Source: an optimization exercise on an open RTL-to-GDS flow (aim: small area). Production flows keep margins and buffers that such runs may drop. The RTL was checked by simulation tests, not by an equivalence proof against the original design.

==> trial 54 <==
==> flow/design.v (excerpt) <==
module freq_shift
  (input                clk,
   input                rst,
   input                m_axis_tvalid,
   input [11:0]         freq_step,
   input                freq_step_valid,
   input                neg_shift,
   input signed [11:0]  xi,
   input signed [11:0]  xq,
   output               s_axis_tready,
   input                m_axis_tready,
   output signed [11:0] i,
   output signed [11:0] q,
   output               s_axis_tvalid);
   wire                 freq_step_set;
   wire                 sig_tvalid;
   wire [8:0]           sidx;
   wire                 sidx_z;
   wire [6:0]           sine_mag, cosine_mag;
   wire                 sine_neg, cosine_neg;
   wire                 mult_tready;
   reg                  load_buff;
   reg                  mult_tready_buff;
   reg                  neg_shift_buff;
   reg [11:0]           xi_buff, xq_buff;
   reg [6:0]            cosine_buff, sine_buff;
   reg                  cosine_neg_buff, sine_neg_buff;
   sig_gen fq_sig_gen(.clk(clk), .rst(rst),
                      .m_axis_freq_step_tvalid(freq_step_valid),
                      .freq_step(freq_step),
                      .m_axis_data_tready(m_axis_tvalid),
                      .freq_step_set0(freq_step_set),
                      .s_axis_data_tvalid(sig_tvalid),
                      .sidx(sidx), .sidx_z(sidx_z));
  ...
clock: 6.0 ns
lec_check: 0
abc_area: 1
cap_margin: 0
core_margin: 2
core_utilization: 40
cts_buf_list: sky130_fd_sc_hd__clkbuf_16
cts_cluster_diameter: 150
cts_cluster_size: 24
slew_margin: 0
standard.sh (not shown) runs the stock make flow with config.mk's settings and CLKGATE_MAP_FILE= SYNTH_SCRIPT=/design/flow/synth_recipe.tcl, a recipe that flattens the netlist after the stock synthesis.
==> flow/flow/run.sh <==
#!/bin/bash
# Own layout flow: the standard layout (standard.sh), with two changes to
# synthesis.  The design is synthesised by the standard script with Yosys's
# early "abc -fast" pass skipped (synth -noabc), so that extract_fa finds the
# full adders of the RTL's adder trees as written, and ORFS's final ABC
# mapping uses the area-only script flow/area.abc.  The registers are then
# checked against the standard synthesis and given its instance names; if
# they differ in any way, the standard netlist is used unchanged.  Each
# tool's output goes to a log file in the work folder.
set -uo pipefail
W=$(pwd)
R=$W/orfs/results/$FLOW_PLATFORM/freq_shift/base
OWN=$W/orfs_own/results/$FLOW_PLATFORM/freq_shift/base

bash standard.sh synth > std_synth.log 2>&1 || { echo "standard synthesis failed"; exit 1; }
cp "$R/1_2_yosys.v" ref_1_2_yosys.v

# 2. the same synthesis scripts, without the early abc pass and with the
#    area-only ABC script
sed "s#^source \$::env(SCRIPTS_DIR)/synth_preamble.tcl#&\nset abc_args [lreplace \$abc_args 1 1 $W/flow/area.abc]#" \
    "$FLOW_HOME/scripts/synth.tcl" > own_synth_main.tcl
sed -e 's/yosys synth -nofsm -noshare /yosys synth -nofsm -noshare -noabc /' \
    -e "s#^source \$::env(SCRIPTS_DIR)/synth.tcl#source $W/own_synth_main.tcl#" \
    synth_recipe.tcl > own_synth.tcl
if grep -q -- '-noabc' own_synth.tcl && grep -q own_synth_main own_synth.tcl &&
   grep -q 'flow/area.abc' own_synth_main.tcl &&
   make -C "$FLOW_HOME" DESIGN_CONFIG="$W/config.mk" WORK_HOME="$W/orfs_own" CLKGATE_MAP_FILE= \
        SYNTH_SCRIPT="$W/own_synth.tcl" synth > own_synth.log 2>&1 &&
   python3 flow/match_regs.py ref_1_2_yosys.v "$OWN/1_2_yosys.v" own_1_2_yosys.v > match_regs.log 2>&1
then
  echo "using the own synthesis"
  cp own_1_2_yosys.v "$R/1_2_yosys.v"
  rm -f "$R/1_synth.odb" "$R/1_synth.sdc"
else
  echo "own synthesis not used; keeping the standard netlist"
fi

# 3. the rest of the standard layout
bash standard.sh > std_layout.log 2>&1 || { echo "layout failed"; exit 1; }
test -f out/final.def
Other scripts of this flow, unchanged in this note and not shown: flow/flow/area.abc, flow/flow/match_regs.py
==> build 34: changes against trial 54 <==
- CORE_UTILIZATION: 40 -> 50
- CTS_CLUSTER_DIAMETER: 150 -> 100
- CTS_CLUSTER_SIZE: 24 -> 30
==> comparison <==
Trial 54 completed with no timing, DRC or antenna violations. Build 34 produced a clean layout.
Between trial 54 and build 34, the lower final area is in build 34 (gap 0.39%, measured against build 34).
In trial 54 the global-route usage is lower than in build 34, by 4.8 points.
Between build 34 and trial 54, the lower critical path depth is in trial 54 (gap 1).
Of trial 54 and build 34, trial 54 has the higher via count (gap about 0.7%, measured against build 34).

========
==> 10-06: inputs <==
freq_shift, a different RTL version from the one above (not shown whole).
## freq_shift
module freq_shift
  (input                clk,
   input                rst,
   input                m_axis_tvalid,
   input [11:0]         freq_step,
   input                freq_step_valid,
   input                neg_shift,
   input signed [11:0]  xi,
   input signed [11:0]  xq,
   output               s_axis_tready,
   input                m_axis_tready,
   output signed [11:0] i,
   output signed [11:0] q,
   output               s_axis_tvalid);
clock: 6.0 ns
lec_check: 0
abc_area: 1
cap_margin: 20
core_margin: 2
core_utilization: 40
slew_margin: 20
run.sh (not shown) runs the stock make flow with config.mk's settings and CLKGATE_MAP_FILE= SYNTH_SCRIPT=/design/flow/synth_recipe.tcl, a recipe that flattens the netlist after the stock synthesis.
Stock flow here: none of the scripts above is used.
==> 11-14 (differences from 10-06) <==
Settings changed: CTS_BUF_LIST set to sky130_fd_sc_hd__clkbuf_4.
==> flow_summary_export.csv <==
group,metric,value,unit
sta,fin_worst_skew,0.0721,ns
detailed_routing,drtPass1Iterations,10,
finish,instances_no_fill,2921,
detailed_routing,via_count,16423,
worst_setup_path,endpoint,"freq_mult.sa[9]",
detailed_routing,met1_length,25.2,mm
finish,postLayoutCellArea,21100,um2
detailed_routing,wl_met2,24.5,mm
sta,max-slew-margin-rel,0.373,
run_status,status,"complete, no violations",
finish,antenna_cells,3,
# the run above: 11-14

==> flow_summary_export.csv <==
group,metric,value,unit
detailed_routing,wl_met2,24.5,mm
run_status,status,"complete, no violations",
worst_setup_path,endpoint,"freq_mult.sa[10]",
detailed_routing,met1_length,25.1,mm
finish,postLayoutCellArea,21100,um2
finish,antenna_cells,0,
detailed_routing,drtPass1Iterations,7,
detailed_routing,via_count,16241,
# the run above: 10-06


========
==> exp/ember <==
freq_shift, a different RTL version from the one above (not shown whole).
Settings: LEC_CHECK=0, ABC_AREA=1, CAP_MARGIN=20, CORE_MARGIN=2, CORE_UTILIZATION=40, CTS_BUF_LIST=sky130_fd_sc_hd__clkbuf_8, CTS_CLUSTER_DIAMETER=80, CTS_CLUSTER_SIZE=16, SLEW_MARGIN=20; clock period 6.0 ns.
standard.sh (not shown) runs the stock make flow with config.mk's settings and CLKGATE_MAP_FILE= SYNTH_SCRIPT=/design/flow/synth_recipe.tcl, a recipe that flattens the netlist after the stock synthesis.
==> flow/flow/area.abc <==
strash
dch -f
amap
topo
stime -c
==> flow/flow/match_regs.py <==
#!/usr/bin/env python3
"""match_regs.py REF.v MINE.v OUT.v

Gives the flip-flops of netlist MINE the instance names that the same
registers have in the reference netlist REF (the standard synthesis).  A
register is identified by its instance name without Yosys's cell-type
suffix ($_DFFE_PP_ and the like).  Exits non-zero, writing nothing, unless
both netlists have the same registers in the same cell types.
"""
import re
import sys

DECL = re.compile(r'^(\s*)sky130_fd_sc_hd__(\w+)\s+(\\\S+|[A-Za-z_]\w*)(\s*\()', re.M)
FLOP = re.compile(r'^(s?e?df\w+)_\d+$')


def flops(text):
    out = {}
    for m in DECL.finditer(text):
        typ, name = m.group(2), m.group(3)
        fm = FLOP.match(typ)
        if not fm:
            continue
        base = name.split('$_')[0]
        if base in out:
            sys.exit('duplicate register base name %s' % base)
        out[base] = (fm.group(1), name)
    return out


ref_text = open(sys.argv[1]).read()
my_text = open(sys.argv[2]).read()
ref = flops(ref_text)
mine = flops(my_text)
print('registers: reference %d, own synthesis %d' % (len(ref), len(mine)))
if set(ref) != set(mine):
    print('only in reference:', sorted(set(ref) - set(mine))[:20])
    print('only in own synthesis:', sorted(set(mine) - set(ref))[:20])
    sys.exit(1)
bad = [b for b in ref if ref[b][0] != mine[b][0]]
if bad:
    print('cell types differ:', [(b, ref[b][0], mine[b][0]) for b in bad[:20]])
    sys.exit(1)
rename = {mine[b][1]: ref[b][1] for b in ref if mine[b][1] != ref[b][1]}
print('renamed %d registers' % len(rename))


def sub(m):
    name = m.group(3)
    if name in rename:
        return '%ssky130_fd_sc_hd__%s %s%s' % (m.group(1), m.group(2), rename[name], m.group(4))
    return m.group(0)


new_text = DECL.sub(sub, my_text)
check = flops(new_text)
assert {b: v for b, v in check.items()} == ref, 'renaming failed'
open(sys.argv[3], 'w').write(new_text)
Scripts as last shown in full above: flow/flow/run.sh
==> inputs of exp/cedar, as changes to exp/ember <==
- CTS_BUF_LIST: sky130_fd_sc_hd__clkbuf_8 -> sky130_fd_sc_hd__clkbuf_16
- CTS_CLUSTER_DIAMETER: 80 -> 100
- CTS_CLUSTER_SIZE: 16 -> 30
==> qor summary <==
WP data required: exp/ember 6330 ps; exp/cedar 6240 ps
Final critical-path setup slack: exp/ember 232.4 ps; exp/cedar 238.7 ps
Met2 Usage GRT: exp/ember 36.47%; exp/cedar 36.69%
Layout cell share with drive strength beyond 1: exp/ember 5.465%; exp/cedar 4.752%
Root buffer selected by CTS: exp/ember clkbuf_8; exp/cedar clkbuf_16
Global routing met1 resource utilization: exp/ember 28.24%; exp/cedar 28.42%
Run status: exp/ember no timing/DRC/antenna violations; exp/cedar no timing/DRC/antenna violations
End point of the worst hold path: exp/ember freq_mult.sc[1]$_DFFE_PP_; exp/cedar freq_mult.sc[18]$_DFFE_PP_
Clk Latency, worst-skew pair: exp/ember 590 ps; exp/cedar 500 ps
Clock buffer and inverter area fraction after layout: exp/ember 2.559%; exp/cedar 2.356%
Number of buffers created by CTS: exp/ember 22; exp/cedar 13
Relative slew margins: exp/ember 33.59%; exp/cedar 32.08%
Global-route usage over all layers: exp/ember 21.75%; exp/cedar 21.69%
Routed length per placed instance: exp/ember 19.13 um; exp/cedar 19.28 um

[what the ideal ports hide]
Ports are ideal in the flow. The routed layouts listed here were re-timed in OpenROAD. Step 1: set_driving_cell puts a clkbuf_16 on clk and a buf_2 on each other input, an assumption about the parent block. Step 2 also shifts input and output timing later by t, the mid clock arrival at the registers, as if the neighbouring blocks saw the same clock. Slacks: no drivers / after step 1 / after step 2; pairs: no drivers / after step 1.
run	t (ns)	slack for setup (ns)	clock arrival spread, ns	pins driven straight from the clock port
trial 54	0.532	0.290 / 0.290 / 0.290	0.025 / 0.025	1
build 34	0.536	0.401 / 0.401 / 0.401	0.026 / 0.025	1
10-06	0.605	0.720 / 0.720 / 0.720	0.013 / 0.013	1
11-14	0.832	0.704 / 0.704 / 0.704	0.072 / 0.073	1
exp/ember	0.612	0.232 / 0.232 / 0.232	0.049 / 0.048	1
exp/cedar	0.534	0.239 / 0.239 / 0.239	0.030 / 0.030	1
After both steps setup and hold are still met in every run listed.
